This design comes from an exercise in tuning for a short achievable clock period and few clock cycles on the open sky130 flow, not from production work. RTL that was checked went through simulation tests only; none was proved equivalent to the original. For runs 2 and 3, only the layout was checked, not whether the RTL still works. Power figures rest on the tool's default switching activity, not on a simulated workload.

--- flow/flow/run.sh ---
#!/bin/bash
set -euo pipefail
export MOVE_MIN_GAP=0.3
bash standard.sh SETUP_SLACK_MARGIN=8.5 TNS_END_PERCENT=100 MATCH_CELL_FOOTPRINT=0 \
  POST_GLOBAL_PLACE_TCL=$PWD/flow/post_gpl.tcl finish > standard_flow.log 2>&1
--- flow/flow/post_gpl.tcl ---
# Move each flip-flop that drives only an output port's buffer next to that
# buffer, when its data input has timing slack to spare.
set block [ord::get_db_block]
set moved 0
foreach port [get_ports -filter "direction == output"] {
  set pnet [get_nets [get_full_name $port]]
  foreach drv [get_pins -of_objects $pnet -filter "direction == output"] {
    set buf [get_cells -of_objects $drv]
    set bin [get_pins -of_objects $buf -filter "direction == input"]
    set inet [get_nets -of_objects $bin]
    if {[llength [get_pins -of_objects $inet]] != 2} { continue }
    foreach d2 [get_pins -of_objects $inet -filter "direction == output"] {
      set ff [get_cells -of_objects $d2]
      if {[llength [get_pins -of_objects $ff -filter "name == CLK"]] != 1} { continue }
      set dpin [get_pins -of_objects $ff -filter "name == D"]
      if {[llength $dpin] != 1} { continue }
      set ds [get_property $dpin slack_max]
      set os [get_property $port slack_max]
      if {$ds - $os < $::env(MOVE_MIN_GAP)} { continue }
      set bi [sta::sta_to_db_inst $buf]
      set fi [sta::sta_to_db_inst $ff]
      lassign [$bi getLocation] x y
      $fi setLocation $x $y
      incr moved
    }
  }
}
puts "post_gpl: moved $moved output flip-flops next to their port buffers"
estimate_parasitics -placement
--- flow/standard.sh ---
#!/bin/bash
# synth_recipe.tcl (not shown) runs the flow's synth.tcl, then flattens the netlist and writes it again
# the make line also repeats each setting of config.mk as NAME=value (left out here)
make -C /OpenROAD-flow-scripts/flow DESIGN_CONFIG=/design/flow/config.mk WORK_HOME=/design/flow/orfs CLKGATE_MAP_FILE= SYNTH_SCRIPT=/design/flow/synth_recipe.tcl "${@:-finish}"
--- flow/config.mk ---
export PLATFORM = sky130hd
export DESIGN_NAME = rv32i_core
export DESIGN_NICKNAME = rv32i_core
export VERILOG_FILES = /design/flow/design.v
export SDC_FILE = /design/flow/constraint.sdc
export NUM_CORES = 8
export LEC_CHECK = 0
export ABC_CLOCK_PERIOD_IN_PS = 3500
export CAP_MARGIN = 30
export CORE_MARGIN = 2
export CORE_UTILIZATION = 40
export GPL_TIMING_DRIVEN = 1
export SLEW_MARGIN = 20
--- flow/constraint.sdc ---
create_clock -name core_clock -period 12.0 [get_ports {Clk}]
set_input_delay 2.4000 -clock core_clock [delete_from_list [all_inputs] [get_ports {Clk}]]
set_output_delay 2.4000 -clock core_clock [all_outputs]
set_load 0.01 [all_outputs]
--- flow/design.v ---
module rv32i_core (
    input  logic Rst,
    input  logic Clk,
    output logic [31:0] imem_addr,
    input  logic [31:0] imem_rdata,
    output logic        dmem_re,
    output logic        dmem_we,
    output logic [1:0]  dmem_size,
    output logic [31:0] dmem_addr,
    output logic [31:0] dmem_wdata,
    input  logic [31:0] dmem_rdata,
    output logic        retire_valid,
    output logic [31:0] retire_pc,
    output logic        retire_we,
    output logic [4:0]  retire_rd,
    output logic [31:0] retire_wdata
);
    localparam int BN   = 8;             
    localparam int TH   = 15;            
    localparam int TW   = TH - 1;
    localparam int GH   = 15;            
    localparam int LW   = 6;             
    localparam logic [LW-1:0] LMAX = '1;
    logic        stall, redirect;
    logic [31:0] pc_f, pcx_f, ia_f;
    logic        first, firstb;
    logic        v_d;
    logic [31:0] ir_d, pc_d;
    logic        pt_d;
    logic [GH:2] ptgt_d;
    logic [31:0] imm_d, timm_d;
    logic        v_e;
    logic [31:0] pc_e, pc4_e, tgt_e;
    logic [GH:2] ptgt_e;
    logic        pt_e;
    logic [31:0] a_e, b_e, sd_e;
    logic        fa_e, fb_e, fs_e, nf_e;
    logic        sub_e, sra_e;
    logic        s_add_e, s_sll_e, s_slt_e, s_sltu_e, s_xor_e, s_srx_e, s_or_e, s_and_e, s_link_e;
    logic        is_br_e, is_jalr_e, is_ld_e, is_st_e, is_ctl_e, we_e;
    logic        c_eq_e, c_lt_e, c_ltu_e, c_inv_e;
    logic        force_tk_e, m_nt_e;
    logic [4:0]  rd_e;
    logic [2:0]  f3_e;
    logic        v_m, re_m, st_m, we_m, is_ld_m, upd_m, tk_m, rdr_m;
    logic [31:0] pc_m, res_m, addr_m, sd_m, tgt_m, rpn_m;
    logic        jalr_m;
    logic [4:0]  rd_m;
    logic        lb_m, lh_m, ls_m;
    logic [1:0]  sz_m;
    logic        ret_v, ret_we;
    logic [31:0] ret_pc, ret_wd;
    logic [4:0]  ret_rd;
    logic [BN-1:0] btb_v;
    logic [TW-1:0] btb_tag [BN];
    logic [GH:2]   btb_tgt [BN];
    logic [1:0]    btb_ctr [BN];
    logic [LW-1:0] btb_it [BN];
    logic [LW-1:0] btb_trip [BN];
    logic [BN-1:0] btb_cf;
    logic [BN-1:0] btb_p;
    logic [BN-1:0] fm;
    logic          f_hit;
    logic [GH:2]   f_tgt;
    logic [31:0]   pc_f4, pc_next;
    always_comb begin
        f_tgt = '0;
        for (int i = 0; i < BN; i++) begin
            fm[i] = btb_v[i] && (btb_tag[i] == pc_f[TH:2]);
            f_tgt = f_tgt | ({(GH-1){fm[i]}} & btb_tgt[i]);
        end
    end
    assign f_hit = |(fm & btb_p);
    assign pc_f4 = pc_f + 32'd4;
    logic [31:0] pc_slow;
    always_comb begin
        if (rdr_m)      pc_slow = !tk_m ? rpn_m : jalr_m ? addr_m : tgt_m;
        else if (stall) pc_slow = pc_f;
        else if (f_hit) pc_slow = {pc_f[31:GH+1], f_tgt, 2'b00};
        else            pc_slow = pc_f4;
    end
    logic fred_t, fred_n, fred;
    always_comb begin
        if (fred_t)      pc_next = tgt_e;
        else if (fred_n) pc_next = pc4_e;
        else             pc_next = pc_slow;
    end
    always_ff @(posedge Clk or posedge Rst) begin
        if (Rst) first <= 1'b1;
        else     first <= 1'b0;
    end
    always_ff @(posedge Clk or posedge Rst) begin
        if (Rst) firstb <= 1'b0;
        else     firstb <= 1'b1;
    end
    always_ff @(posedge Clk) begin
        ia_f  <= first ? 32'd0 : pc_next;
        pcx_f <= firstb ? pc_next : 32'd0;
    end
    assign pc_f      = pcx_f;
    assign imem_addr = ia_f;
    always_ff @(posedge Clk or posedge Rst) begin
        if (Rst) v_d <= 1'b0;
        else     v_d <= !rdr_m && !fred && !first && (stall ? v_d : 1'b1);
    end
    logic [31:0] pre_imm, pre_timm;
    logic [31:0] q;
    assign q = imem_rdata;
    always_comb begin
        if (q[6:2] == 5'b01000)                            pre_imm = {{20{q[31]}}, q[31:25], q[11:7]};
        else if (q[6:2] == 5'b01101 || q[6:2] == 5'b00101) pre_imm = {q[31:12], 12'b0};
        else                                               pre_imm = {{20{q[31]}}, q[31:20]};
        if (q[6:2] == 5'b11011) pre_timm = {{11{q[31]}}, q[31], q[19:12], q[20], q[30:21], 1'b0};
        else                    pre_timm = {{19{q[31]}}, q[31], q[7], q[30:25], q[11:8], 1'b0};
    end
    always_ff @(posedge Clk) begin
        if (!stall) begin
            ir_d   <= imem_rdata;
            pc_d   <= pc_f;
            pt_d   <= f_hit;
            ptgt_d <= f_tgt;
            imm_d  <= pre_imm;
            timm_d <= pre_timm;
        end
    end
    logic [4:0] op;
    logic [4:0] rd, rs1, rs2;
    logic [2:0] f3;
    logic       i30;
    assign op  = ir_d[6:2];
    assign rd  = ir_d[11:7];
    assign f3  = ir_d[14:12];
    assign rs1 = ir_d[19:15];
    assign rs2 = ir_d[24:20];
    assign i30 = ir_d[30];
    logic is_lui, is_auipc, is_jal, is_jalr, is_br, is_ld, is_st, is_alui, is_alur;
    assign is_lui   = (op == 5'b01101);
    assign is_auipc = (op == 5'b00101);
    assign is_jal   = (op == 5'b11011);
    assign is_jalr  = (op == 5'b11001);
    assign is_br    = (op == 5'b11000);
    assign is_ld    = (op == 5'b00000);
    assign is_st    = (op == 5'b01000);
    assign is_alui  = (op == 5'b00100);
    assign is_alur  = (op == 5'b01100);
    logic writes, use1, use2, use_imm;
    assign writes  = (is_lui | is_auipc | is_jal | is_jalr | is_ld | is_alui | is_alur) && (rd != 5'd0);
    assign use1    = is_jalr | is_br | is_ld | is_st | is_alui | is_alur;
    assign use2    = is_br | is_st | is_alur;
    assign use_imm = ~(is_br | is_alur);
    logic [31:0] imm;
    assign imm = imm_d;
    logic [31:0] rf [32];
    logic [31:0] rv;
    logic [31:0] rf1, rf2, r1, r2;
    assign rf1 = rv[rs1] ? rf[rs1] : 32'd0;
    assign rf2 = rv[rs2] ? rf[rs2] : 32'd0;
    logic [31:0] ld, mv;
    assign mv = is_ld_m ? ld : res_m;
    always_ff @(posedge Clk) begin
        if (v_m && we_m) rf[rd_m] <= mv;
    end
    always_ff @(posedge Clk or posedge Rst) begin
        if (Rst)              rv <= 32'd0;
        else if (v_m && we_m) rv[rd_m] <= 1'b1;
    end
    logic h1e, h1m, h2e, h2m;
    assign h1e = v_e && we_e && (rd_e == rs1);
    assign h1m = v_m && we_m && (rd_m == rs1);
    assign h2e = v_e && we_e && (rd_e == rs2);
    assign h2m = v_m && we_m && (rd_m == rs2);
    assign r1 = h1m ? mv : rf1;
    assign r2 = h2m ? mv : rf2;
    assign stall = v_d && v_e && is_ld_e && ((use1 && h1e) || (use2 && h2e));
    logic [31:0] tgt_d;
    assign tgt_d  = pc_d + timm_d;
    always_ff @(posedge Clk or posedge Rst) begin
        if (Rst) v_e <= 1'b0;
        else     v_e <= v_d && !stall && !rdr_m && !fred;
    end
    always_ff @(posedge Clk) begin
        pc_e   <= pc_d;
        pc4_e  <= pc_d + 32'd4;
        tgt_e  <= tgt_d;
        rd_e   <= rd;
        f3_e   <= f3;
        we_e   <= writes;
        is_br_e   <= is_br;
        is_jalr_e <= is_jalr;
        is_ld_e   <= is_ld;
        is_st_e   <= is_st;
        is_ctl_e  <= is_br | is_jal;
        a_e  <= (use1 && h1e) ? 32'd0 : is_auipc ? pc_d : is_lui ? 32'd0 : r1;
        fa_e <= use1 && h1e;
        nf_e <= !(use1 && h1e) && !(!use_imm && h2e) && !is_jalr;
        b_e  <= use_imm ? imm : h2e ? 32'd0 : r2;
        fb_e <= !use_imm && h2e;
        sd_e <= h2e ? 32'd0 : r2;
        fs_e <= is_st && h2e;
        sub_e    <= (is_alur && f3 == 3'b000 && i30);
        sra_e    <= i30;
        s_add_e  <= !(is_alui | is_alur | is_jal | is_jalr) || ((is_alui | is_alur) && f3 == 3'b000);
        s_sll_e  <= (is_alui | is_alur) && f3 == 3'b001;
        s_slt_e  <= (is_alui | is_alur) && f3 == 3'b010;
        s_sltu_e <= (is_alui | is_alur) && f3 == 3'b011;
        s_xor_e  <= (is_alui | is_alur) && f3 == 3'b100;
        s_srx_e  <= (is_alui | is_alur) && f3 == 3'b101;
        s_or_e   <= (is_alui | is_alur) && f3 == 3'b110;
        s_and_e  <= (is_alui | is_alur) && f3 == 3'b111;
        s_link_e <= is_jal | is_jalr;
        c_eq_e  <= (f3[2] == 1'b0);
        c_lt_e  <= (f3[2:1] == 2'b10);
        c_ltu_e <= (f3[2:1] == 2'b11);
        c_inv_e <= f3[0];
        force_tk_e <= is_jal | is_jalr;
        m_nt_e     <= pt_d;
        pt_e       <= pt_d && !is_jalr;
        ptgt_e     <= ptgt_d;
    end
    logic [31:0] a, b, sd;
    assign a  = ({32{fa_e}} & res_m) | a_e;
    assign b  = ({32{fb_e}} & res_m) | b_e;
    assign sd = ({32{fs_e}} & res_m) | sd_e;
    logic [32:0] sum33;
    logic [31:0] sum;
    assign sum33 = {a, 1'b1} + {b ^ {32{sub_e}}, sub_e};
    assign sum   = sum33[32:1];
    logic eq, lt, ltu;
    assign eq  = (a == b);
    assign lt  = ($signed(a) < $signed(b));
    assign ltu = (a < b);
    logic [31:0] sll, srx;
    logic [32:0] sr33;
    assign sll  = a << b[4:0];
    assign sr33 = $signed({sra_e & a[31], a}) >>> b[4:0];
    assign srx  = sr33[31:0];
    logic [31:0] alu;
    assign alu = ({32{s_add_e}}  & sum)
               | ({32{s_sll_e}}  & sll)
               | ({32{s_slt_e}}  & {31'd0, lt})
               | ({32{s_sltu_e}} & {31'd0, ltu})
               | ({32{s_xor_e}}  & (a ^ b))
               | ({32{s_srx_e}}  & srx)
               | ({32{s_or_e}}   & (a | b))
               | ({32{s_and_e}}  & (a & b))
               | ({32{s_link_e}} & pc4_e);
    logic taken;
    assign taken = is_br_e ? (((c_eq_e & eq) | (c_lt_e & lt) | (c_ltu_e & ltu)) ^ c_inv_e) : force_tk_e;
    logic ve, tgt_ok, red_t, red_n;
    assign ve       = v_e && !rdr_m;
    assign tgt_ok   = pt_e && (tgt_e == {pc_e[31:GH+1], ptgt_e, 2'b00});
    assign red_t    = ve && !tgt_ok;
    assign red_n    = ve && m_nt_e;
    assign redirect = !nf_e && (taken ? red_t : red_n);
    logic eqf, ltf, ltuf, takenf;
    assign eqf    = (a_e == b_e);
    assign ltf    = ($signed(a_e) < $signed(b_e));
    assign ltuf   = (a_e < b_e);
    assign takenf = is_br_e ? (((c_eq_e & eqf) | (c_lt_e & ltf) | (c_ltu_e & ltuf)) ^ c_inv_e) : force_tk_e;
    assign fred_t = nf_e && takenf && red_t;
    assign fred_n = nf_e && !takenf && red_n;
    assign fred   = fred_t || fred_n;
    always_ff @(posedge Clk or posedge Rst) begin
        if (Rst) begin
            rdr_m <= 1'b0;
            v_m   <= 1'b0;
            re_m  <= 1'b0;
            st_m  <= 1'b0;
        end else begin
            rdr_m <= redirect;
            v_m   <= ve;
            re_m  <= ve && is_ld_e;
            st_m  <= ve && is_st_e;
        end
    end
    always_ff @(posedge Clk) begin
        jalr_m  <= is_jalr_e;
        rpn_m   <= pc4_e;
        pc_m    <= pc_e;
        we_m    <= we_e;
        rd_m    <= rd_e;
        lb_m    <= (f3_e[1:0] == 2'b00);
        lh_m    <= (f3_e[1:0] == 2'b01);
        ls_m    <= !f3_e[2];
        sz_m    <= f3_e[1:0];
        is_ld_m <= is_ld_e;
        res_m   <= alu;
        addr_m  <= sum;
        sd_m    <= sd;
        tgt_m   <= tgt_e;
        upd_m   <= ve && is_ctl_e;
        tk_m    <= taken;
    end
    assign dmem_re    = re_m;
    assign dmem_we    = st_m;
    assign dmem_size  = sz_m;
    assign dmem_addr  = addr_m;
    assign dmem_wdata = sd_m;
    always_comb begin
        ld[7:0] = dmem_rdata[7:0];
        if (lb_m)      ld[15:8] = {8{dmem_rdata[7] & ls_m}};
        else           ld[15:8] = dmem_rdata[15:8];
        if (lb_m)      ld[31:16] = {16{dmem_rdata[7] & ls_m}};
        else if (lh_m) ld[31:16] = {16{dmem_rdata[15] & ls_m}};
        else           ld[31:16] = dmem_rdata[31:16];
    end
    logic [BN-1:0] mm;
    logic          m_hit;
    always_comb begin
        for (int i = 0; i < BN; i++) mm[i] = btb_v[i] && (btb_tag[i] == pc_m[TH:2]);
    end
    assign m_hit = |mm;
    logic [1:0]    c_old, c_new;
    logic [LW-1:0] it_old, tr_old, it_new, tr_new;
    logic          cf_new;
    logic cf_old;
    always_comb begin
        c_old = '0; it_old = '0; tr_old = '0; cf_old = 1'b0;
        for (int i = 0; i < BN; i++) begin
            c_old  = c_old  | ({2{mm[i]}} & btb_ctr[i]);
            it_old = it_old | ({LW{mm[i]}} & btb_it[i]);
            tr_old = tr_old | ({LW{mm[i]}} & btb_trip[i]);
            cf_old = cf_old | (mm[i] & btb_cf[i]);
        end
    end
    always_comb begin
        if (!m_hit) begin
            c_new  = 2'b10;
            it_new = 1;
            tr_new = '0;
            cf_new = 1'b0;
        end else if (tk_m) begin
            c_new  = (c_old == 2'b11) ? c_old : c_old + 2'b01;
            it_new = (it_old == LMAX) ? it_old : it_old + 1'b1;
            tr_new = tr_old;
            cf_new = cf_old;
        end else begin
            c_new  = (c_old == 2'b00) ? c_old : c_old - 2'b01;
            it_new = '0;
            tr_new = it_old;
            cf_new = (it_old == tr_old) && (it_old != LMAX);
        end
    end
    logic          bw_en, bw_tk, bw_new, bw_cf;
    logic [BN-1:0] bw_sel;
    logic [BN-1:0] rr;              
    logic [1:0]    bw_c;
    logic [LW-1:0] bw_it, bw_tr;
    logic [GH:2]   bw_tgt;
    logic [TW-1:0] bw_tag;
    always_ff @(posedge Clk or posedge Rst) begin
        if (Rst) bw_en <= 1'b0;
        else     bw_en <= upd_m && (m_hit || tk_m);
    end
    always_ff @(posedge Clk) begin
        bw_tk  <= tk_m;
        bw_new <= !m_hit;
        bw_sel <= m_hit ? mm : rr;
        bw_c   <= c_new;
        bw_it  <= it_new;
        bw_tr  <= tr_new;
        bw_cf  <= cf_new;
        bw_tgt <= tgt_m[GH:2];
        bw_tag <= pc_m[TH:2];
    end
    always_ff @(posedge Clk or posedge Rst) begin
        if (Rst) begin
            btb_v <= '0;
            rr    <= 1;
        end else if (bw_en && bw_tk) begin
            btb_v <= btb_v | bw_sel;
            if (bw_new) rr <= {rr[BN-2:0], rr[BN-1]};
        end
    end
    always_ff @(posedge Clk) begin
        for (int i = 0; i < BN; i++) begin
            if (bw_en && bw_sel[i]) begin
                btb_ctr[i]  <= bw_c;
                btb_it[i]   <= bw_it;
                btb_trip[i] <= bw_tr;
                btb_cf[i]   <= bw_cf;
                btb_p[i]    <= bw_c[1] && !(bw_cf && bw_it == bw_tr);
                if (bw_tk)  btb_tgt[i] <= bw_tgt;
                if (bw_new) btb_tag[i] <= bw_tag;
            end
        end
    end
    always_ff @(posedge Clk or posedge Rst) begin
        if (Rst) ret_v <= 1'b0;
        else     ret_v <= v_m;
    end
    always_ff @(posedge Clk) begin
        ret_pc <= pc_m;
        ret_we <= we_m;
        ret_rd <= rd_m;
        ret_wd <= mv;
    end
    assign retire_valid = ret_v;
    assign retire_pc    = ret_pc;
    assign retire_we    = ret_we;
    assign retire_rd    = ret_rd;
    assign retire_wdata = ret_wd;
endmodule
==> flow_results.xml, run 1 <==
<?xml version="1.0" encoding="UTF-8"?>
<metrics>
  <group name="cells_and_area">
    <metric name="nNetsFinal" unit="">7494</metric>
    <metric name="drive_gt1_share" unit="%">30.0</metric>
    <metric name="final_area" unit="mm²">0.119</metric>
    <metric name="area_growth_syn_to_layout" unit="%">20.3</metric>
    <metric name="commonest_cells_after_routing_fill_and_taps_aside" unit="">1497 x edfxtp_1, 660 x mux4_2, 437 x dfxtp_1, 356 x nand2_1, 344 x xnor2_1</metric>
    <metric name="fillCellCount" unit="">20800</metric>
    <metric name="fin_util" unit="%">48.4</metric>
    <metric name="final_common_cell" unit="">edfxtp_1</metric>
  </group>
  <group name="worst_setup_path">
    <metric name="worst_path_largest_cell_delay" unit="ns">0.48</metric>
    <metric name="critical_path_start" unit="">addr_m[7]</metric>
    <metric name="crit-reg2reg-launch" unit="">fb_e</metric>
    <metric name="crit_path_end_kind" unit="">primary output</metric>
    <metric name="critPathArrivalTime" unit="ns">1.53</metric>
    <metric name="cp_top_family" unit="">flip-flops</metric>
    <metric name="cp.buffers_inverters" unit="">1</metric>
    <metric name="crit_path_cell_trace" unit="">buf_6</metric>
    <metric name="cp_data_required_time" unit="ns">9.60</metric>
    <metric name="critical-path-slowest-cell" unit="">dfxtp_4</metric>
    <metric name="crit_type" unit="">flip-flop to primary output</metric>
    <metric name="startpoint_class_of_the_critical_path" unit="">flip-flop</metric>
    <metric name="cp_max_fo" unit="">2</metric>
  </group>
  <group name="synth">
    <metric name="ys_dominant_reg_cell" unit="">edfxtp_1</metric>
    <metric name="synth_top_cell_by_area" unit="">edfxtp_1</metric>
    <metric name="synth-seq-area-share" unit="%">59.6</metric>
    <metric name="ys_async_sr_fraction" unit="%">2.66</metric>
    <metric name="mappedNetlistArea" unit="mm²">0.0989</metric>
    <metric name="yosys.cell_types.count" unit="">98</metric>
    <metric name="syn-mean-instance-area" unit="µm²">14.6</metric>
    <metric name="synth_enable_flop_cells" unit="">1497</metric>
    <metric name="cells_after_synthesis" unit="">6751</metric>
    <metric name="synth.area.top_cells" unit="">edfxtp_1 45%, mux4_2 15%, dfxtp_1 13%</metric>
    <metric name="synth.yosys.warnings" unit="">6</metric>
    <metric name="synth-seq-cells" unit="">2179</metric>
    <metric name="synth.net_count" unit="">7014</metric>
    <metric name="synth_top_area_share" unit="%">45.5</metric>
  </group>
  <group name="sta">
    <metric name="report.final.slew_viol_count" unit="">0</metric>
    <metric name="hold_slack" unit="ns">0.321</metric>
    <metric name="final-hold-violation-count" unit="">0</metric>
    <metric name="timing_worst_slew_pin_value" unit="ns">1.07</metric>
    <metric name="timing.fmax" unit="GHz">0.255</metric>
    <metric name="timing.final.crit_share" unit="%">32.7</metric>
    <metric name="setup_repair_after_global_routing_missed_its_margin" unit="">true</metric>
    <metric name="relSlewSlack" unit="%">28.8</metric>
    <metric name="setup_viol" unit="">0</metric>
    <metric name="totalNegativeSetupSlack" unit="ns">0</metric>
    <metric name="finalWorstPathRequiredPeriod" unit="ns">3.93</metric>
    <metric name="worst_setup_skew_after_layout" unit="ns">0.0589</metric>
  </group>
  <group name="clock_tree">
    <metric name="clk_latency" unit="ns">0.89</metric>
    <metric name="clock_transition_at_the_registers_of_the_reported_paths" unit="ns">0.07</metric>
    <metric name="cts_tree" unit="">yes</metric>
    <metric name="htree_levels" unit="">4</metric>
    <metric name="cts_made_buffers" unit="">223</metric>
    <metric name="clock_root_buffer" unit="">clkbuf_16</metric>
    <metric name="clk_path_buf_depth" unit="">3</metric>
    <metric name="cts.sink_count" unit="">2179</metric>
  </group>
  <group name="global_route">
    <metric name="grt_pass1_vias" unit="">63700</metric>
    <metric name="globalRouteTotalUtil" unit="%">28.1</metric>
    <metric name="grt_remaining_overflow" unit="">0</metric>
    <metric name="grt_antenna_before_repair" unit="">50</metric>
    <metric name="grt_pass1_wl" unit="mm">496</metric>
    <metric name="grt_start_max_net_pins" unit="">73</metric>
  </group>
  <group name="route">
    <metric name="top_layer" unit="">met5</metric>
    <metric name="met2WireLength" unit="mm">166</metric>
    <metric name="drt_first_pass_iters" unit="">6</metric>
    <metric name="routed_wire_length_per_instance" unit="µm">34.5</metric>
    <metric name="vias" unit="">67100</metric>
    <metric name="wl_met1" unit="mm">142</metric>
    <metric name="wl_met3" unit="mm">38.8</metric>
    <metric name="drt.antenna.violating_nets" unit="">0</metric>
    <metric name="drt_drc_violations_left" unit="">0</metric>
    <metric name="wirelength" unit="mm">368</metric>
    <metric name="via_per_inst" unit="">6.29</metric>
    <metric name="first_iter_violations" unit="">9581</metric>
  </group>
  <group name="pwr">
    <metric name="p_comb_share" unit="%">14.0</metric>
    <metric name="proportion_of_power_drawn_by_flip_flops_and_latches" unit="%">47.9</metric>
    <metric name="switching_power" unit="mW">5.14</metric>
    <metric name="clock_power_share" unit="%">38.1</metric>
    <metric name="ir_drop" unit="µV">161</metric>
    <metric name="power.density_cell_area" unit="mW/mm²">159</metric>
    <metric name="total_leakage_power" unit="nW">42.2</metric>
    <metric name="intPower" unit="mW">13.7</metric>
    <metric name="fin_total_pwr" unit="mW">18.9</metric>
    <metric name="sw_frac_of_total" unit="%">27.2</metric>
  </group>
  <group name="placed_design">
    <metric name="detailed_place_hpwl" unit="mm">221</metric>
    <metric name="port_buffers" unit="">234</metric>
    <metric name="postPlaceCellArea" unit="mm²">0.106</metric>
  </group>
  <group name="floorplanning">
    <metric name="die_width" unit="µm">501</metric>
    <metric name="placeableCoreArea" unit="mm²">0.246</metric>
    <metric name="initial_utilization" unit="%">40.2</metric>
    <metric name="design.die.area" unit="mm²">0.251</metric>
    <metric name="floorplan.die.height" unit="µm">501</metric>
    <metric name="boundaryPins" unit="">237</metric>
    <metric name="floorplan.rows" unit="">182</metric>
  </group>
  <group name="worst_hold_path">
    <metric name="timing.hold.worst.class" unit="">flip-flop to flip-flop</metric>
    <metric name="hold_path_startpoint" unit="">pc_m[20]</metric>
  </group>
  <group name="outcome">
    <metric name="status" unit="">finished clean</metric>
  </group>
  <group name="flow_run">
    <metric name="drv_cap" unit="">0</metric>
  </group>
</metrics>
kinds of logic (layout without fill, tap and decap cells):
family	count (synthesis)	count (layout)	share of synthesized area, %
compound gates	1179	1202	8.06
xor+xnor	425	425	3.76
simple gates	1354	1356	6.73
buf+inv	570	1223	2.42
flops	2179	2179	59.6
mux	844	844	16.9
fa+ha+maj	198	198	2.51
other cells	2	22	0.00760
what timing repair did:
action,CTS,global route
pin swaps,64,110
setup buffers,128,96
cloned,38,15
resized for setup,1087,331
setup endpoints to repair,770,731
hold buffers,0,0
synth_stat cells (all sizes together), types with 24 or more instances:
library cell and count:
edfxtp 1497, mux4 660, dfxtp 624, xnor2 365, nand2 364, nor2 352, a21oi 289, clkbuf 258
o21ai 204, ha 196, buf 163, mux2i 157, inv 146, a21o 121, nand3 117, nor3 116
nand4 103, a22oi 86, o211ai 70, and3 65, xor2 60, dfrtp 56, a31oi 51, nor4 50
nor2b 47, nand2b 45, a221oi 41, o31ai 40, a22o 36, o21bai 35, and2 34, mux2 27
a211oi 24, o22a 24
power groups by stage:
stage	Clock [mW]	Combinational [mW]	Sequential, mW
after floorplan	0	1.28	8.87
after global placement	0	2.14	9.10
after detailed placement	0	2.17	9.10
after CTS	7.25	2.41	9.00
after global routing	7.53	2.76	9.06
final	7.19	2.64	9.05
cell type report:
cell class | instances | area [µm²] | area share [%]
inverter | 149 | 589 | 0.495
sequential | 2179 | 59300 | 49.8
antenna | 20 | 50.0 | 0.0421
timing repair buffer | 651 | 6840 | 5.75
clock inverter | 101 | 1130 | 0.952
clock buffer | 322 | 6470 | 5.44
tap | 3220 | 4030 | 3.39
multi-input combinational | 4027 | 40600 | 34.1
registers in the layout, indices dropped and copies added (netlist names), 48 cells and up, named ones only:
signal    cells
btb_tgt     112
btb_trip     48
btb_tag     112
btb_it       48
rf         1024
stage by stage:
step                      setup slack, ns  instances
after detailed placement             6.96       9946
after CTS                            8.04      10500
after global routing                 8.06      10700
after global placement               7.00       9925
after floorplan                      8.18       6751
final                                8.07      10700
per-layer routing:
| metal | track usage (%) | up-vias |
|---|---|---|
| met5 | 0 | - |
| li1 | - | 27500 |
| met1 | 37.9 | 34800 |
| met4 | 14.6 | 14 |
| met3 | 5.74 | 750 |
| met2 | 42.9 | 3998 |
worst paths after layout:
kind	to	slack (ns)	cells after the start
min in group asynchronous	btb_v[5]	2.04	3
max	dmem_addr[7]	8.07	1
min reg2reg	ret_pc[20]	0.32	0
max reg2reg	res_m[31]	8.16	17
min	ret_pc[20]	0.32	0
max in group asynchronous	rv[22]	9.32	4
Testbench counts, summed over its fixed seeds: cycles 843,059.
==> inputs of run 2 (changes only) <==
--- a/flow/design.v
+++ b/flow/design.v
@@ -361,7 +361,9 @@
         bw_tr  <= tr_new;
         bw_cf  <= cf_new;
         bw_tgt <= tgt_m[GH:2];
-        bw_tag <= pc_m[TH:2];
+    end
+    always_ff @(posedge Clk) begin
+        if (upd_m) bw_tag <= pc_m[TH:2];
     end
     always_ff @(posedge Clk or posedge Rst) begin
         if (Rst) begin
==> flow/flow/run.sh (replaced) <==
#!/bin/bash
set -euo pipefail
export MOVE_PATTERNS='ret_* st_m* re_m* sz_m* sd_m*'
bash standard.sh SETUP_SLACK_MARGIN=8.5 TNS_END_PERCENT=100 MATCH_CELL_FOOTPRINT=0 \
  POST_RESIZE_TCL=$PWD/flow/post_rsz.tcl finish > standard_flow.log 2>&1
==> flow/flow/post_rsz.tcl (new file) <==
# Move each flip-flop that drives only an output port's buffer, and whose name
# matches one of MOVE_PATTERNS, next to that buffer (detailed placement then
# legalizes it).
set block [ord::get_db_block]
set moved 0
foreach port [get_ports -filter "direction == output"] {
  set pnet [get_nets [get_full_name $port]]
  foreach drv [get_pins -of_objects $pnet -filter "direction == output"] {
    set buf [get_cells -of_objects $drv]
    set bin [get_pins -of_objects $buf -filter "direction == input"]
    set inet [get_nets -of_objects $bin]
    if {[llength [get_pins -of_objects $inet]] != 2} { continue }
    foreach d2 [get_pins -of_objects $inet -filter "direction == output"] {
      set ff [get_cells -of_objects $d2]
      if {[llength [get_pins -of_objects $ff -filter "name == CLK"]] != 1} { continue }
      set name [get_full_name $ff]
      set hit 0
      foreach pat $::env(MOVE_PATTERNS) { if {[string match $pat $name]} { set hit 1 } }
      if {!$hit} { continue }
      set bi [sta::sta_to_db_inst $buf]
      set fi [sta::sta_to_db_inst $ff]
      lassign [$bi getLocation] x y
      $fi setLocation $x $y
      incr moved
    }
  }
}
puts "post_rsz: moved $moved output flip-flops next to their port buffers"
estimate_parasitics -placement
removed: flow/flow/post_gpl.tcl
==> flow_results.xml, run 2 <==
<?xml version="1.0" encoding="UTF-8"?>
<metrics>
  <group name="floorplanning">
    <metric name="die_width" unit="µm">501</metric>
    <metric name="placeableCoreArea" unit="mm²">0.246</metric>
    <metric name="initial_utilization" unit="%">40.2</metric>
    <metric name="boundaryPins" unit="">237</metric>
    <metric name="floorplan.rows" unit="">182</metric>
    <metric name="floorplan.die.height" unit="µm">501</metric>
    <metric name="design.die.area" unit="mm²">0.251</metric>
  </group>
  <group name="pwr">
    <metric name="total_leakage_power" unit="nW">41.7</metric>
    <metric name="fin_total_pwr" unit="mW">18.7</metric>
    <metric name="power.density_cell_area" unit="mW/mm²">157</metric>
    <metric name="ir_drop" unit="µV">127</metric>
  </group>
  <group name="synth">
    <metric name="synth.yosys.warnings" unit="">6</metric>
    <metric name="ys_async_sr_fraction" unit="%">2.64</metric>
    <metric name="synth.net_count" unit="">7017</metric>
    <metric name="most_common_cell_in_the_synthesized_netlist" unit="">edfxtp_1</metric>
    <metric name="syn-mean-instance-area" unit="µm²">14.6</metric>
    <metric name="synth.area.top_cells" unit="">edfxtp_1 46%, mux4_2 15%, dfxtp_1 13%</metric>
    <metric name="mappedNetlistArea" unit="mm²">0.0989</metric>
    <metric name="synth-seq-cells" unit="">2193</metric>
    <metric name="synth_enable_flop_cells" unit="">1511</metric>
    <metric name="cells_after_synthesis" unit="">6754</metric>
    <metric name="synth-seq-area-share" unit="%">60.0</metric>
    <metric name="ys_top_cells_by_count" unit="">1511 x edfxtp_1, 663 x mux4_2, 624 x dfxtp_1, 403 x nand2_1, 364 x xnor2_1</metric>
    <metric name="synth_top_cell_by_area" unit="">edfxtp_1</metric>
    <metric name="synth_top_area_share" unit="%">45.9</metric>
    <metric name="yosys.cell_types.count" unit="">92</metric>
    <metric name="ys_dominant_reg_cell" unit="">edfxtp_1</metric>
  </group>
  <group name="global_route">
    <metric name="grt_start_max_net_pins" unit="">67</metric>
    <metric name="grt_antenna_before_repair" unit="">40</metric>
    <metric name="grt_pass1_vias" unit="">63900</metric>
    <metric name="grt_remaining_overflow" unit="">0</metric>
    <metric name="globalRouteTotalUtil" unit="%">27.2</metric>
    <metric name="grt_pass1_wl" unit="mm">483</metric>
  </group>
  <group name="worst_setup_path">
    <metric name="cp_max_fo" unit="">5</metric>
    <metric name="crit_path_end_kind" unit="">flip-flop</metric>
    <metric name="startpoint_class_of_the_critical_path" unit="">flip-flop</metric>
    <metric name="cp_data_required_time" unit="ns">12.74</metric>
    <metric name="crit_type" unit="">flip-flop to flip-flop</metric>
    <metric name="critPathArrivalTime" unit="ns">4.60</metric>
  </group>
  <group name="clock_tree">
    <metric name="htree_levels" unit="">4</metric>
    <metric name="clk_path_buf_depth" unit="">3</metric>
    <metric name="cts_made_buffers" unit="">222</metric>
    <metric name="cts.sink_count" unit="">2193</metric>
    <metric name="clock_root_buffer" unit="">clkbuf_16</metric>
    <metric name="ctsHoldBuffers" unit="">0</metric>
    <metric name="cts_tree" unit="">yes</metric>
    <metric name="clock_transition_at_the_registers_of_the_reported_paths" unit="ns">0.06</metric>
    <metric name="clk_latency" unit="ns">0.92</metric>
  </group>
  <group name="sta">
    <metric name="relSlewSlack" unit="%">23.4</metric>
    <metric name="setup_viol" unit="">0</metric>
    <metric name="totalNegativeSetupSlack" unit="ns">0</metric>
    <metric name="setup_repair_after_global_routing_missed_its_margin" unit="">true</metric>
    <metric name="final-hold-violation-count" unit="">0</metric>
    <metric name="timing_worst_slew_pin_value" unit="ns">1.15</metric>
    <metric name="timing.fmax" unit="GHz">0.259</metric>
    <metric name="worst_setup_skew_after_layout" unit="ns">0.103</metric>
    <metric name="report.final.slew_viol_count" unit="">0</metric>
    <metric name="finalWorstPathRequiredPeriod" unit="ns">3.87</metric>
    <metric name="timing.final.crit_share" unit="%">32.2</metric>
  </group>
  <group name="route">
    <metric name="vias" unit="">65600</metric>
    <metric name="drt_drc_violations_left" unit="">0</metric>
    <metric name="drt_first_pass_iters" unit="">6</metric>
    <metric name="drt.antenna.violating_nets" unit="">0</metric>
    <metric name="first_iter_violations" unit="">7908</metric>
    <metric name="wirelength" unit="mm">353</metric>
    <metric name="routed_wire_length_per_instance" unit="µm">33.1</metric>
    <metric name="via_per_inst" unit="">6.14</metric>
  </group>
  <group name="cells_and_area">
    <metric name="drive_gt1_share" unit="%">29.6</metric>
    <metric name="final_common_cell" unit="">edfxtp_1</metric>
    <metric name="commonest_cells_after_routing_fill_and_taps_aside" unit="">1511 x edfxtp_1, 663 x mux4_2, 464 x dfxtp_1, 387 x nand2_1, 347 x xnor2_1</metric>
    <metric name="nNetsFinal" unit="">7497</metric>
    <metric name="area_growth_syn_to_layout" unit="%">20.2</metric>
    <metric name="max_ffs_per_register" unit="">1024</metric>
    <metric name="final_area" unit="mm²">0.119</metric>
    <metric name="register_name_with_the_most_flops" unit="">rf</metric>
    <metric name="layout_top_registers" unit="">rf x1024, btb_tag x112, btb_tgt x112</metric>
  </group>
  <group name="outcome">
    <metric name="status" unit="">finished clean</metric>
  </group>
  <group name="placed_design">
    <metric name="port_buffers" unit="">234</metric>
    <metric name="gp_congestion" unit="">0.968</metric>
    <metric name="postPlaceCellArea" unit="mm²">0.105</metric>
    <metric name="detailed_place_hpwl" unit="mm">212</metric>
  </group>
  <group name="worst_hold_path">
    <metric name="timing.hold.worst.class" unit="">flip-flop to flip-flop</metric>
  </group>
  <group name="flow_run">
    <metric name="drv_cap" unit="">0</metric>
  </group>
</metrics>
-- run 2: changes by cell type after synthesis, moves of 28 or more --
cell / change
a21oi_1: +36
buf_2: -38
nand3_1: -30
o31ai_1: +38
a211oi_1: +28
buf_1: +34
nor3b_1: +29
nand2_1: +39
a31oi_1: -38
-- run 2: power breakdown --
| part | switching, mW | internal [mW] | total (mW) |
|---|---|---|---|
| Sequential | 0.457 | 8.63 | 9.09 |
| Clock | 3.10 | 3.91 | 7.01 |
| Combinational | 1.55 | 1.03 | 2.59 |
-- run 2: final timing paths --
kind,start,endpoint,slack [ns],cells past startpoint
setup reg to reg,fb_e,res_m[27],8.13,17
hold / removal,pc_e[15],pc_m[15],0.32,0
max in group asynchronous,Rst,rv[5],9.18,3
setup / recovery,fb_e,res_m[27],8.13,17
hold reg to reg,pc_e[15],pc_m[15],0.32,0
min in group asynchronous,Rst,re_m,2.17,3
-- run 2: timing repair --
| action | in CTS | in global routing |
|---|---|---|
| gates cloned | 35 | 11 |
| resized for setup | 1138 | 276 |
| setup endpoints to repair | 750 | 620 |
| pin swaps | 112 | 103 |
| setup buffers | 141 | 98 |
-- run 2: stage by stage --
step                      setup WS [ns]  util (%)  hold slack, ns  std cells
after CTS                          8.10      47.4           0.326      10500
after global routing               8.09      48.3           0.324      10700
after global placement             6.84      42.8           0.310       9924
after floorplan                    8.36         -           0.310       6754
after detailed placement           6.84      42.9           0.312       9936
final                              8.13      48.3           0.323      10700
-- run 2: cells by family after synthesis --
group           Yosys count  share of synthesized area, %
fa+ha+maj               198                          2.51
compound gates         1149                          7.75
flops                  2193                          60.0
simple gates           1383                          6.85
other cells               2                       0.00760
buf+inv                 569                          2.24
xor+xnor                417                          3.69
mux                     843                          17.0
-- run 2: critical path, stage by stage (launching register included) --
cell and delay [ns]:
dfxtp_4 0.36, buf_12 0.13, buf_6 0.11, clkbuf_16 0.16
buf_12 0.13, a21oi_4 0.28, xnor2_2 0.13, ha_4 0.31
a21o_1 0.12, a21o_1 0.12, a21oi_2 0.05, o21a_1 0.14
o21ai_2 0.21, a31oi_4 0.15, o21a_1 0.22, o31a_1 0.34
or4_1 0.50, nand4_1 0.25
-- run 2: area by class of cell --
type	instances	area (µm²)
antenna	27	67.6
clock buffer	289	6110
clock inverter	134	1340
fill	20800	127000
inverter	156	634
multi-input combinational	4017	40500
sequential	2193	59700
tap	3220	4030
timing repair buffer	643	6540
timing repair inverter	1	8.76
-- run 2: routing by layer --
layer  GRT usage (%)  routed length, µm  vias to the layer above
met5               0                111                        -
met4            15.4              22200                       12
met3            5.43              35500                      852
met2            42.8             164000                     3656
met1            35.0             131000                    33700
li1                -                  -                    27400
==> inputs of run 3 (changes only) <==
--- a/flow/config.mk
+++ b/flow/config.mk
@@ -5,7 +5,7 @@
 export SDC_FILE = /design/flow/constraint.sdc
 export NUM_CORES = 8
 export LEC_CHECK = 0
-export ABC_CLOCK_PERIOD_IN_PS = 3500
+export ABC_CLOCK_PERIOD_IN_PS = 2000
 export CAP_MARGIN = 30
 export CORE_MARGIN = 2
 export CORE_UTILIZATION = 40
==> flow_results.xml, run 3 <==
<?xml version="1.0" encoding="UTF-8"?>
<metrics>
  <group name="outcome">
    <metric name="status" unit="">finished clean</metric>
  </group>
  <group name="floorplanning">
    <metric name="placeableCoreArea" unit="mm²">0.246</metric>
    <metric name="floorplan.rows" unit="">182</metric>
    <metric name="initial_utilization" unit="%">40.2</metric>
    <metric name="design.die.area" unit="mm²">0.251</metric>
    <metric name="die_width" unit="µm">501</metric>
    <metric name="floorplan.die.height" unit="µm">501</metric>
    <metric name="boundaryPins" unit="">237</metric>
  </group>
  <group name="worst_hold_path">
    <metric name="whs_path_depth" unit="">0</metric>
    <metric name="min_delay_worst_endpoint" unit="">pc_m[15]</metric>
    <metric name="hold_path_startpoint" unit="">pc_e[15]</metric>
    <metric name="timing.hold.worst.class" unit="">flip-flop to flip-flop</metric>
  </group>
  <group name="synth">
    <metric name="synth-seq-cells" unit="">2193</metric>
    <metric name="synth.yosys.warnings" unit="">6</metric>
    <metric name="ys_async_sr_fraction" unit="%">2.64</metric>
    <metric name="ys_top_cells_by_count" unit="">1511 x edfxtp_1, 663 x mux4_2, 624 x dfxtp_1, 403 x nand2_1, 364 x xnor2_1</metric>
    <metric name="most_common_cell_in_the_synthesized_netlist" unit="">edfxtp_1</metric>
    <metric name="ys_dominant_reg_cell" unit="">edfxtp_1</metric>
    <metric name="mappedNetlistArea" unit="mm²">0.0989</metric>
    <metric name="synth_enable_flop_cells" unit="">1511</metric>
    <metric name="synth_top_cell_by_area" unit="">edfxtp_1</metric>
    <metric name="syn-mean-instance-area" unit="µm²">14.6</metric>
    <metric name="synth-seq-area-share" unit="%">60.0</metric>
    <metric name="yosys.cell_types.count" unit="">92</metric>
    <metric name="synth.area.top_cells" unit="">edfxtp_1 46%, mux4_2 15%, dfxtp_1 13%</metric>
    <metric name="synth.net_count" unit="">7017</metric>
    <metric name="synth_top_area_share" unit="%">45.9</metric>
    <metric name="cells_after_synthesis" unit="">6754</metric>
  </group>
  <group name="global_route">
    <metric name="grt_antenna_before_repair" unit="">40</metric>
    <metric name="grt_pass1_wl" unit="mm">483</metric>
    <metric name="grt_pass1_vias" unit="">63900</metric>
    <metric name="grt_start_max_net_pins" unit="">67</metric>
    <metric name="globalRouteTotalUtil" unit="%">27.2</metric>
    <metric name="grt_remaining_overflow" unit="">0</metric>
  </group>
  <group name="cells_and_area">
    <metric name="register_name_with_the_most_flops" unit="">rf</metric>
    <metric name="final_common_cell" unit="">edfxtp_1</metric>
    <metric name="area_growth_syn_to_layout" unit="%">20.2</metric>
    <metric name="post_layout_nonfiller_instances" unit="">10700</metric>
    <metric name="commonest_cells_after_routing_fill_and_taps_aside" unit="">1511 x edfxtp_1, 663 x mux4_2, 464 x dfxtp_1, 387 x nand2_1, 347 x xnor2_1</metric>
    <metric name="fillCellCount" unit="">20800</metric>
    <metric name="drive_gt1_share" unit="%">29.6</metric>
    <metric name="nNetsFinal" unit="">7497</metric>
    <metric name="max_ffs_per_register" unit="">1024</metric>
    <metric name="layout_top_registers" unit="">rf x1024, btb_tag x112, btb_tgt x112</metric>
  </group>
  <group name="route">
    <metric name="routed_wire_length_per_instance" unit="µm">33.1</metric>
    <metric name="first_iter_violations" unit="">7908</metric>
    <metric name="wirelength" unit="mm">353</metric>
    <metric name="vias" unit="">65600</metric>
    <metric name="drt_drc_violations_left" unit="">0</metric>
    <metric name="drt.antenna.violating_nets" unit="">0</metric>
    <metric name="drt_first_pass_iters" unit="">6</metric>
    <metric name="via_per_inst" unit="">6.14</metric>
  </group>
  <group name="sta">
    <metric name="finalWorstPathRequiredPeriod" unit="ns">3.87</metric>
    <metric name="worst_setup_skew_after_layout" unit="ns">0.103</metric>
    <metric name="timing.final.crit_share" unit="%">32.2</metric>
    <metric name="timing_worst_slew_pin_value" unit="ns">1.15</metric>
    <metric name="report.final.slew_viol_count" unit="">0</metric>
    <metric name="hold_slack" unit="ns">0.323</metric>
    <metric name="relSlewSlack" unit="%">23.4</metric>
    <metric name="setup_repair_after_global_routing_missed_its_margin" unit="">true</metric>
    <metric name="final-hold-violation-count" unit="">0</metric>
    <metric name="totalNegativeSetupSlack" unit="ns">0</metric>
    <metric name="timing.fmax" unit="GHz">0.259</metric>
    <metric name="setup_viol" unit="">0</metric>
  </group>
  <group name="worst_setup_path">
    <metric name="crit_type" unit="">flip-flop to flip-flop</metric>
    <metric name="cp_data_required_time" unit="ns">12.74</metric>
    <metric name="critPathArrivalTime" unit="ns">4.60</metric>
    <metric name="crit-reg2reg-launch" unit="">fb_e</metric>
    <metric name="cp_top_family" unit="">compound AO/OA/AOI/OAI gates</metric>
    <metric name="crit_path_cell_trace" unit="">buf_12 &gt; buf_6 &gt; clkbuf_16 &gt; buf_12 &gt; a21oi_4 &gt; xnor2_2 &gt; ha_4 &gt; a21o_1 &gt; a21o_1 &gt; a21oi_2 &gt; o21a_1 &gt; o21ai_2 &gt; a31oi_4 &gt; o21a_1 &gt; o31a_1 &gt; or4_1 &gt; nand4_1</metric>
    <metric name="cp.buffers_inverters" unit="">4</metric>
    <metric name="reg2reg_slack" unit="ns">8.13</metric>
    <metric name="cp_max_fo" unit="">5</metric>
    <metric name="crit_path_end_kind" unit="">flip-flop</metric>
    <metric name="rr_endpoint" unit="">res_m[27]</metric>
    <metric name="critical-path-slowest-cell" unit="">or4_1</metric>
    <metric name="startpoint_class_of_the_critical_path" unit="">flip-flop</metric>
    <metric name="worst_path_largest_cell_delay" unit="ns">0.50</metric>
    <metric name="reg2regPathDepth" unit="">17</metric>
  </group>
  <group name="placed_design">
    <metric name="detailed_place_hpwl" unit="mm">212</metric>
    <metric name="dpl.cell_count" unit="">9936</metric>
    <metric name="gp_congestion" unit="">0.968</metric>
    <metric name="port_buffers" unit="">234</metric>
  </group>
  <group name="pwr">
    <metric name="total_leakage_power" unit="nW">41.7</metric>
    <metric name="power.density_cell_area" unit="mW/mm²">157</metric>
    <metric name="ir_drop" unit="µV">127</metric>
    <metric name="fin_total_pwr" unit="mW">18.7</metric>
  </group>
  <group name="clock_tree">
    <metric name="clk_latency" unit="ns">0.92</metric>
    <metric name="htree_levels" unit="">4</metric>
    <metric name="ctsHoldBuffers" unit="">0</metric>
    <metric name="cts_made_buffers" unit="">222</metric>
    <metric name="clock_root_buffer" unit="">clkbuf_16</metric>
    <metric name="clk_path_buf_depth" unit="">3</metric>
    <metric name="cts_tree" unit="">yes</metric>
    <metric name="cts.sink_count" unit="">2193</metric>
    <metric name="clock_transition_at_the_registers_of_the_reported_paths" unit="ns">0.06</metric>
  </group>
  <group name="flow_run">
    <metric name="drv_cap" unit="">0</metric>
  </group>
</metrics>
[run 3: cells by family (layout without fill, tap and decap cells)]
kind of cell,count (synthesis),in the layout,synth area share [%]
buf+inv,569,1223,2.24
xor+xnor,417,417,3.69
compound gates,1149,1172,7.75
mux,843,843,17.0
simple gates,1383,1385,6.85
flops,2193,2193,60.0
fa+ha+maj,198,198,2.51
other cells,2,29,0.00760
[run 3: layout make-up]
| class | count | area (µm²) | area share [%] |
|---|---|---|---|
| Timing Repair Buffer | 643 | 6540 | 5.50 |
| Sequential cell | 2193 | 59700 | 50.2 |
| Clock inverter | 134 | 1340 | 1.12 |
| Tap cell | 3220 | 4030 | 3.39 |
| Antenna cell | 27 | 67.6 | 0.0568 |
| Inverter | 156 | 634 | 0.534 |
| Clock buffer | 289 | 6110 | 5.14 |
| Multi-Input combinational cell | 4017 | 40500 | 34.1 |
| Timing Repair inverter | 1 | 8.76 | 0.00737 |
[run 3: worst max path at each step]
stage | startpoint | endpoint | slack [ns] | cells after the start
final | fb_e | res_m[27] | 8.13 | 17
after detailed placement | flip-flop | b_e[9] | 6.84 | 9
after global placement | flip-flop | b_e[9] | 6.84 | 9
after floorplan | imem_rdata[4] | timm_d[11] | 8.36 | 4
after CTS | addr_m[7] | dmem_addr[7] | 8.10 | 1
after global routing | fb_e | res_m[27] | 8.09 | 17
[run 3: stage by stage]
step / util (%) / setup WS (ns) / cell area, µm²
2_1_floorplan: - / 8.36 / 99200
5_1_grt: 48.3 / 8.09 / 119000
4_1_cts: 47.4 / 8.10 / 116000
3_3_place_gp: 42.8 / 6.84 / 105000
6_report: 48.3 / 8.13 / 119000
3_5_place_dp: 42.9 / 6.84 / 105000
[run 3: repair_timing]
| item | CTS | global route |
|---|---|---|
| setup endpoints to repair | 750 | 620 |
| pin swaps | 112 | 103 |
| cloned | 35 | 11 |
| resized for setup | 1138 | 276 |
| setup buffers | 141 | 98 |
[run 3: layer usage]
layer | up-vias | part of all wire (%) | GRT usage, %
met3 | 852 | 10 | 5.43
met1 | 33700 | 37 | 35.0
met4 | 12 | 6.3 | 15.4
met5 | - | 0.031 | 0
met2 | 3656 | 46 | 42.8
li1 | 27400 | - | -
[run 3: power breakdown]
group          total, mW  internal, mW  switching (mW)
Clock               7.01          3.91            3.10
Combinational       2.59          1.03            1.55
Sequential          9.09          8.63           0.457
Total               18.7          13.6            5.11
==> inputs of run 4 (changes only) <==
--- a/flow/design.v
+++ b/flow/design.v
@@ -43,7 +43,7 @@
     logic [4:0]  rd_e;
     logic [2:0]  f3_e;
     logic        v_m, re_m, st_m, we_m, is_ld_m, upd_m, tk_m, rdr_m;
-    logic [31:0] pc_m, res_m, addr_m, sd_m, tgt_m, rpn_m;
+    logic [31:0] pc_m, res_m, addr_m, sd_m, tgt_m, rpn_m, rpt_m;
     logic        jalr_m;
     logic [4:0]  rd_m;
     logic        lb_m, lh_m, ls_m;
@@ -74,7 +74,7 @@
     assign pc_f4 = pc_f + 32'd4;
     logic [31:0] pc_slow;
     always_comb begin
-        if (rdr_m)      pc_slow = !tk_m ? rpn_m : jalr_m ? addr_m : tgt_m;
+        if (rdr_m)      pc_slow = !tk_m ? rpn_m : jalr_m ? rpt_m : tgt_m;
         else if (stall) pc_slow = pc_f;
         else if (f_hit) pc_slow = {pc_f[31:GH+1], f_tgt, 2'b00};
         else            pc_slow = pc_f4;
@@ -275,6 +275,7 @@
     end
     always_ff @(posedge Clk) begin
         jalr_m  <= is_jalr_e;
+        if (is_jalr_e) rpt_m <= sum;
         rpn_m   <= pc4_e;
         pc_m    <= pc_e;
         we_m    <= we_e;
--- a/flow/config.mk
+++ b/flow/config.mk
@@ -5,9 +5,9 @@
 export SDC_FILE = /design/flow/constraint.sdc
 export NUM_CORES = 8
 export LEC_CHECK = 0
-export ABC_CLOCK_PERIOD_IN_PS = 2000
+export ABC_CLOCK_PERIOD_IN_PS = 3500
 export CAP_MARGIN = 30
 export CORE_MARGIN = 2
-export CORE_UTILIZATION = 40
+export CORE_UTILIZATION = 50
 export GPL_TIMING_DRIVEN = 1
 export SLEW_MARGIN = 20
==> flow_results.xml, run 4 <==
<?xml version="1.0" encoding="UTF-8"?>
<metrics>
  <group name="synth">
    <metric name="cells_after_synthesis" unit="">6805</metric>
    <metric name="synth.yosys.warnings" unit="">6</metric>
    <metric name="ys_dominant_reg_cell" unit="">edfxtp_1</metric>
    <metric name="ys_top_cells_by_count" unit="">1543 x edfxtp_1, 663 x mux4_2, 624 x dfxtp_1, 410 x nand2_1, 363 x xnor2_1</metric>
    <metric name="mappedNetlistArea" unit="mm²">0.100</metric>
    <metric name="synth-seq-cells" unit="">2225</metric>
    <metric name="synth.net_count" unit="">7068</metric>
    <metric name="most_common_cell_in_the_synthesized_netlist" unit="">edfxtp_1</metric>
    <metric name="synth-seq-area-share" unit="%">60.2</metric>
    <metric name="synth.area.top_cells" unit="">edfxtp_1 46%, mux4_2 15%, dfxtp_1 12%</metric>
    <metric name="synth_top_cell_by_area" unit="">edfxtp_1</metric>
    <metric name="ys_async_sr_fraction" unit="%">2.61</metric>
    <metric name="syn-mean-instance-area" unit="µm²">14.7</metric>
    <metric name="synth_enable_flop_cells" unit="">1543</metric>
    <metric name="synth_top_area_share" unit="%">46.2</metric>
    <metric name="yosys.cell_types.count" unit="">90</metric>
  </group>
  <group name="worst_setup_path">
    <metric name="cp.buffers_inverters" unit="">1</metric>
    <metric name="cp_max_fo" unit="">1</metric>
    <metric name="cp_top_family" unit="">flip-flops</metric>
    <metric name="crit_path_cell_trace" unit="">buf_6</metric>
    <metric name="worst_path_largest_cell_delay" unit="ns">0.37</metric>
    <metric name="critical-path-slowest-cell" unit="">dfrtp_1</metric>
    <metric name="rr_endpoint" unit="">rdr_m</metric>
    <metric name="cp_data_required_time" unit="ns">9.60</metric>
    <metric name="crit_path_end_kind" unit="">primary output</metric>
    <metric name="crit-reg2reg-launch" unit="">fb_e</metric>
    <metric name="critPathArrivalTime" unit="ns">1.42</metric>
    <metric name="reg2regPathDepth" unit="">17</metric>
    <metric name="reg2reg_slack" unit="ns">8.21</metric>
    <metric name="startpoint_class_of_the_critical_path" unit="">flip-flop</metric>
    <metric name="crit_type" unit="">flip-flop to primary output</metric>
  </group>
  <group name="route">
    <metric name="wirelength" unit="mm">351</metric>
    <metric name="drt_first_pass_iters" unit="">6</metric>
    <metric name="drt_drc_violations_left" unit="">0</metric>
    <metric name="routed_wire_length_per_instance" unit="µm">34.7</metric>
    <metric name="first_iter_violations" unit="">8337</metric>
    <metric name="via_per_inst" unit="">6.51</metric>
    <metric name="drt.antenna.violating_nets" unit="">0</metric>
    <metric name="vias" unit="">65800</metric>
  </group>
  <group name="sta">
    <metric name="worst_setup_skew_after_layout" unit="ns">0.0590</metric>
    <metric name="totalNegativeSetupSlack" unit="ns">0</metric>
    <metric name="report.final.slew_viol_count" unit="">0</metric>
    <metric name="final-hold-violation-count" unit="">0</metric>
    <metric name="timing_worst_slew_pin_value" unit="ns">1.01</metric>
    <metric name="setup_viol" unit="">0</metric>
    <metric name="postLayoutSetupSlackWorst" unit="ns">8.18</metric>
    <metric name="relSlewSlack" unit="%">32.9</metric>
    <metric name="finalWorstPathRequiredPeriod" unit="ns">3.82</metric>
    <metric name="timing.fmax" unit="GHz">0.262</metric>
    <metric name="timing.final.crit_share" unit="%">31.8</metric>
    <metric name="setup_repair_after_global_routing_missed_its_margin" unit="">true</metric>
  </group>
  <group name="floorplanning">
    <metric name="design.die.area" unit="mm²">0.204</metric>
    <metric name="die_width" unit="µm">452</metric>
    <metric name="floorplan.rows" unit="">164</metric>
    <metric name="floorplan.die.height" unit="µm">452</metric>
    <metric name="initial_utilization" unit="%">50.2</metric>
    <metric name="boundaryPins" unit="">237</metric>
    <metric name="placeableCoreArea" unit="mm²">0.199</metric>
  </group>
  <group name="global_route">
    <metric name="grt_pass1_vias" unit="">63900</metric>
    <metric name="grt_start_max_net_pins" unit="">67</metric>
    <metric name="grt_remaining_overflow" unit="">0</metric>
    <metric name="grt_pass1_wl" unit="mm">486</metric>
    <metric name="grt_antenna_before_repair" unit="">31</metric>
    <metric name="globalRouteTotalUtil" unit="%">33.9</metric>
  </group>
  <group name="cells_and_area">
    <metric name="register_name_with_the_most_flops" unit="">rf</metric>
    <metric name="drive_gt1_share" unit="%">28.7</metric>
    <metric name="commonest_cells_after_routing_fill_and_taps_aside" unit="">1543 x edfxtp_1, 663 x mux4_2, 493 x dfxtp_1, 397 x nand2_1, 343 x xnor2_1</metric>
    <metric name="final_common_cell" unit="">edfxtp_1</metric>
    <metric name="final_area" unit="mm²">0.118</metric>
    <metric name="max_ffs_per_register" unit="">1024</metric>
    <metric name="area_growth_syn_to_layout" unit="%">18.3</metric>
    <metric name="nNetsFinal" unit="">7494</metric>
    <metric name="layout_top_registers" unit="">rf x1024, btb_tag x112, btb_tgt x112</metric>
    <metric name="layout.area.seq" unit="mm²">0.0605</metric>
    <metric name="fillCellCount" unit="">15400</metric>
    <metric name="multi_input_logic_area" unit="mm²">0.0405</metric>
  </group>
  <group name="pwr">
    <metric name="ir_drop" unit="µV">156</metric>
    <metric name="fin_total_pwr" unit="mW">18.9</metric>
    <metric name="total_leakage_power" unit="nW">42.0</metric>
    <metric name="power.density_cell_area" unit="mW/mm²">160</metric>
  </group>
  <group name="clock_tree">
    <metric name="cts_made_buffers" unit="">228</metric>
    <metric name="htree_levels" unit="">4</metric>
    <metric name="clock_root_buffer" unit="">clkbuf_16</metric>
    <metric name="cts.sink_count" unit="">2225</metric>
    <metric name="cts_tree" unit="">yes</metric>
    <metric name="clk_latency" unit="ns">0.92</metric>
    <metric name="clk_path_buf_depth" unit="">3</metric>
    <metric name="clock_transition_at_the_registers_of_the_reported_paths" unit="ns">0.06</metric>
  </group>
  <group name="flow_run">
    <metric name="drv_cap" unit="">0</metric>
  </group>
  <group name="worst_hold_path">
    <metric name="timing.hold.worst.class" unit="">flip-flop to flip-flop</metric>
    <metric name="min_delay_worst_endpoint" unit="">pc_m[12]</metric>
    <metric name="hold_path_startpoint" unit="">pc_e[12]</metric>
    <metric name="whs_path_depth" unit="">0</metric>
  </group>
  <group name="placed_design">
    <metric name="port_buffers" unit="">234</metric>
    <metric name="postPlaceCellArea" unit="mm²">0.106</metric>
    <metric name="pre_cts_ws" unit="ns">6.79</metric>
    <metric name="gp_congestion" unit="">0.984</metric>
    <metric name="detailed_place_hpwl" unit="mm">216</metric>
  </group>
  <group name="outcome">
    <metric name="status" unit="">finished clean</metric>
  </group>
</metrics>
==> run 4: cell count changes after synthesis, moves of 12 or more <==
cell      previous run  this run
xor2_1              53        67
clkbuf_1           273       295
nor2_1             351       330
edfxtp_1          1511      1543
and2_1              43        31
nand3_1             87        99
buf_2               53        31
nor3_1             116        90
nor3b_1             33        46
==> run 4: how the worst max path moves through the flow <==
stage | endpoint | cells past startpoint | start | slack, ns
after global routing | dmem_we | 1 | st_m | 8.14
after global placement | b_e[8] | 6 | dmem_rdata[7] | 6.93
after detailed placement | b_e[10] | 6 | dmem_rdata[7] | 6.79
after floorplan | timm_d[11] | 4 | imem_rdata[4] | 8.36
final | dmem_we | 1 | st_m | 8.18
after CTS | dmem_we | 1 | st_m | 8.13
==> run 4: report_power, final <==
| part | switching [mW] | internal (mW) | leakage, nW |
|---|---|---|---|
| clock | 3.10 | 4.15 | 3.75 |
| sequential | 0.374 | 8.75 | 20.3 |
| combinational | 1.57 | 0.966 | 17.9 |
| total | 5.04 | 13.9 | 42.0 |
==> run 4: per-stage QoR <==
stage | instances | hold slack [ns] | util [%]
4_1_cts | 10000 | 0.325 | 58.3
3_5_place_dp | 9452 | 0.313 | 53.3
5_1_grt | 10100 | 0.330 | 59.4
3_3_place_gp | 9432 | 0.313 | 53.2
2_1_floorplan | 6805 | 0.310 | -
6_report | 10100 | 0.325 | 59.4
==> run 4: final cells by class <==
type / instances / area share (%)
sequential: 2225 / 51.1
multi-input combinational: 4022 / 34.2
clock buffer: 329 / 5.64
timing repair buffer: 597 / 4.90
tap: 2656 / 2.80
clock inverter: 100 / 0.850
inverter: 155 / 0.525
antenna: 14 / 0.0296
timing repair inverter: 2 / 0.0148
==> run 4: metal layers <==
metal	global-route usage, %	vias to the layer above	wire length (µm)
met3	5.54	808	30600
li1	-	27500	-
met1	44.9	33900	134000
met5	0	-	52
met4	17.4	8	20800
met2	54.2	3515	166000
==> run 4: repair_timing <==
item / CTS / global route
cloned: 27 / 6
setup buffers: 93 / 75
pin swaps: 86 / 82
hold buffers: 0 / 0
gates resized for setup: 963 / 300
setup endpoints to repair: 1277 / 386
==> run 4: kinds of logic after synthesis <==
family / after synthesis / share of synthesized area [%]
AND/OR/NAND/NOR: 1367 / 6.75
buffers and inverters: 574 / 2.29
other: 2 / 0.00750
adder cells (fa/ha/maj): 198 / 2.48
XOR/XNOR: 430 / 3.76
flip-flops: 2225 / 60.2
AO/OA/AOI/OAI: 1159 / 7.73
multiplexers: 850 / 16.8
Testbench counts of run 4, summed over its fixed seeds: cycles 843,059.
==> inputs of run 5 (changes only) <==
--- a/flow/config.mk
+++ b/flow/config.mk
@@ -8,6 +8,6 @@
 export ABC_CLOCK_PERIOD_IN_PS = 3500
 export CAP_MARGIN = 30
 export CORE_MARGIN = 2
-export CORE_UTILIZATION = 50
+export CORE_UTILIZATION = 55
 export GPL_TIMING_DRIVEN = 1
 export SLEW_MARGIN = 20
==> flow_results.xml, run 5 <==
<?xml version="1.0" encoding="UTF-8"?>
<metrics>
  <group name="outcome">
    <metric name="status" unit="">finished clean</metric>
  </group>
  <group name="global_route">
    <metric name="grt_antenna_before_repair" unit="">18</metric>
    <metric name="globalRouteTotalUtil" unit="%">37.4</metric>
    <metric name="grt_util_met3" unit="%">8.45</metric>
    <metric name="grt_util_met2" unit="%">59.1</metric>
    <metric name="grt_start_max_net_pins" unit="">66</metric>
  </group>
  <group name="route">
    <metric name="drt_drc_violations_left" unit="">0</metric>
    <metric name="first_iter_violations" unit="">8165</metric>
  </group>
  <group name="worst_hold_path">
    <metric name="timing.hold.worst.class" unit="">flip-flop to flip-flop</metric>
  </group>
  <group name="synth">
    <metric name="synth.net_count" unit="">7068</metric>
    <metric name="yosys.cell_types.count" unit="">90</metric>
    <metric name="mappedNetlistArea" unit="mm²">0.100</metric>
    <metric name="synth-seq-area-share" unit="%">60.2</metric>
    <metric name="ys_top_cells_by_count" unit="">1543 x edfxtp_1, 663 x mux4_2, 624 x dfxtp_1, 410 x nand2_1, 363 x xnor2_1</metric>
    <metric name="synth.yosys.warnings" unit="">6</metric>
  </group>
  <group name="sta">
    <metric name="setup_repair_after_global_routing_missed_its_margin" unit="">true</metric>
    <metric name="finalWorstPathRequiredPeriod" unit="ns">3.84</metric>
    <metric name="relSlewSlack" unit="%">16.8</metric>
    <metric name="timing_worst_slew_pin_value" unit="ns">1.24</metric>
    <metric name="timing.final.crit_share" unit="%">32.0</metric>
    <metric name="timing.fmax" unit="GHz">0.260</metric>
    <metric name="final-hold-violation-count" unit="">0</metric>
    <metric name="totalNegativeSetupSlack" unit="ns">0</metric>
  </group>
  <group name="cells_and_area">
    <metric name="final_common_cell" unit="">edfxtp_1</metric>
  </group>
  <group name="placed_design">
    <metric name="detailed_place_hpwl" unit="mm">215</metric>
    <metric name="port_buffers" unit="">234</metric>
  </group>
  <group name="clock_tree">
    <metric name="clock_root_buffer" unit="">clkbuf_16</metric>
    <metric name="clk_path_buf_depth" unit="">3</metric>
  </group>
  <group name="floorplanning">
    <metric name="floorplan.die.height" unit="µm">431</metric>
  </group>
  <group name="worst_setup_path">
    <metric name="critical-path-slowest-cell" unit="">dfxtp_1</metric>
    <metric name="reg2reg_slack" unit="ns">8.16</metric>
    <metric name="cp_data_required_time" unit="ns">12.78</metric>
    <metric name="critPathCapture" unit="">rdr_m</metric>
  </group>
  <group name="pwr">
    <metric name="power.density_cell_area" unit="mW/mm²">158</metric>
  </group>
</metrics>
-- run 5: cell types whose count changed in the layout (fill, tap and decap cells not counted), moves of 7 or more --
cell | before | now
dfxtp_1 | 493 | 480
clkbuf_8 | 37 | 18
inv_1 | 148 | 141
o21ai_0 | 154 | 162
dfxtp_4 | 24 | 43
-- run 5: layer usage --
| layer | wire length, µm | vias up |
|---|---|---|
| met4 | 24500 | 12 |
| li1 | - | 27500 |
| met5 | 121 | - |
| met1 | 130000 | 34300 |
| met3 | 33500 | 962 |
| met2 | 164000 | 3702 |
-- run 5: power by group --
part | leakage, nW | switching (mW) | total [mW] | internal, mW
Sequential | 20.3 | 0.380 | 9.13 | 8.75
Clock | 3.58 | 3.01 | 6.98 | 3.98
Combinational | 18.0 | 1.59 | 2.57 | 0.981
Total | 41.9 | 4.98 | 18.7 | 13.7
-- run 5: repair_timing --
item / 4_1_cts / 5_1_grt
cloned: 32 / 6
gates resized for setup: 1032 / 263
hold buffers: 0 / 0
setup buffers: 112 / 58
endpoints found under the setup margin: 1309 / 401
pin swaps: 92 / 54
-- run 5: worst min path at each step --
stage,start,end,slack (ns)
2_1_floorplan,pc_e[10],pc_m[10],0.31
3_3_place_gp,pc_e[12],pc_m[12],0.31
3_5_place_dp,pc_m[27],ret_pc[27],0.31
4_1_cts,pc_e[7],pc_m[7],0.32
5_1_grt,pc_e[7],pc_m[7],0.32
6_report,pc_e[7],pc_m[7],0.32
-- run 5: layout make-up --
cell class / instances / area, µm² / share of cell area (%)
Sequential cell: 2225 / 60600 / 51.3
Multi-Input combinational cell: 4022 / 40600 / 34.4
Clock buffer: 314 / 6320 / 5.35
Timing Repair Buffer: 600 / 5940 / 5.03
Tap cell: 2370 / 2970 / 2.51
Clock inverter: 104 / 1020 / 0.864
Inverter: 155 / 636 / 0.538
Timing Repair inverter: 3 / 26.3 / 0.0222
Antenna cell: 10 / 25.0 / 0.0212
-- run 5: cells by family after synthesis --
group                    after synthesis  share of synthesized area (%)
AND/OR/NAND/NOR                     1367                           6.75
AO/OA/AOI/OAI                       1159                           7.73
adder cells (fa/ha/maj)              198                           2.48
XOR/XNOR                             430                           3.76
flip-flops                          2225                           60.2
buffers and inverters                574                           2.29
multiplexers                         850                           16.8
other                                  2                        0.00750
-- run 5: metrics by stage --
stage | hold WS, ns | setup slack, ns
2_1_floorplan | 0.310 | 8.36
3_3_place_gp | 0.313 | 6.63
3_5_place_dp | 0.312 | 6.71
4_1_cts | 0.322 | 8.16
5_1_grt | 0.323 | 8.16
6_report | 0.321 | 8.16

re-timing with driven ports:
In the flow no input, the clock included, has a driving cell. The finished layouts below were timed again as built, in two steps. Step 1 (the two cells are an assumption about what drives the block):
set clk [get_ports {Clk}]
set_driving_cell -lib_cell sky130_fd_sc_hd__clkbuf_16 $clk
set_driving_cell -lib_cell sky130_fd_sc_hd__buf_2 [delete_from_list [all_inputs] $clk]
Step 2, shift: input delay + t, output delay - t, t = (earliest + latest rising clock arrival at the registers) / 2. This alone moves slack from input paths to output paths. Three values: no drivers, after step 1, after step 2; two values: the first two.
run | t, ns | setup WS [ns] | hold WS [ns]
run 1 | 0.958 | 8.072 / 7.981 / 7.613 | 0.321 / 0.321 / 0.321
run 2 | 0.978 | 8.134 / 8.045 / 7.501 | 0.323 / 0.323 / 0.323
run 3 | 0.978 | 8.134 / 8.045 / 7.501 | 0.323 / 0.323 / 0.323
run 4 | 0.969 | 8.185 / 8.107 / 7.406 | 0.325 / 0.325 / 0.325
run 5 | 0.943 | 8.160 / 8.131 / 7.447 | 0.321 / 0.321 / 0.321
After both steps every run listed still meets setup and hold. For run 4, which loses most, drivers alone change the setup slack by -0.078 ns; drivers and shift together by -0.779 ns.
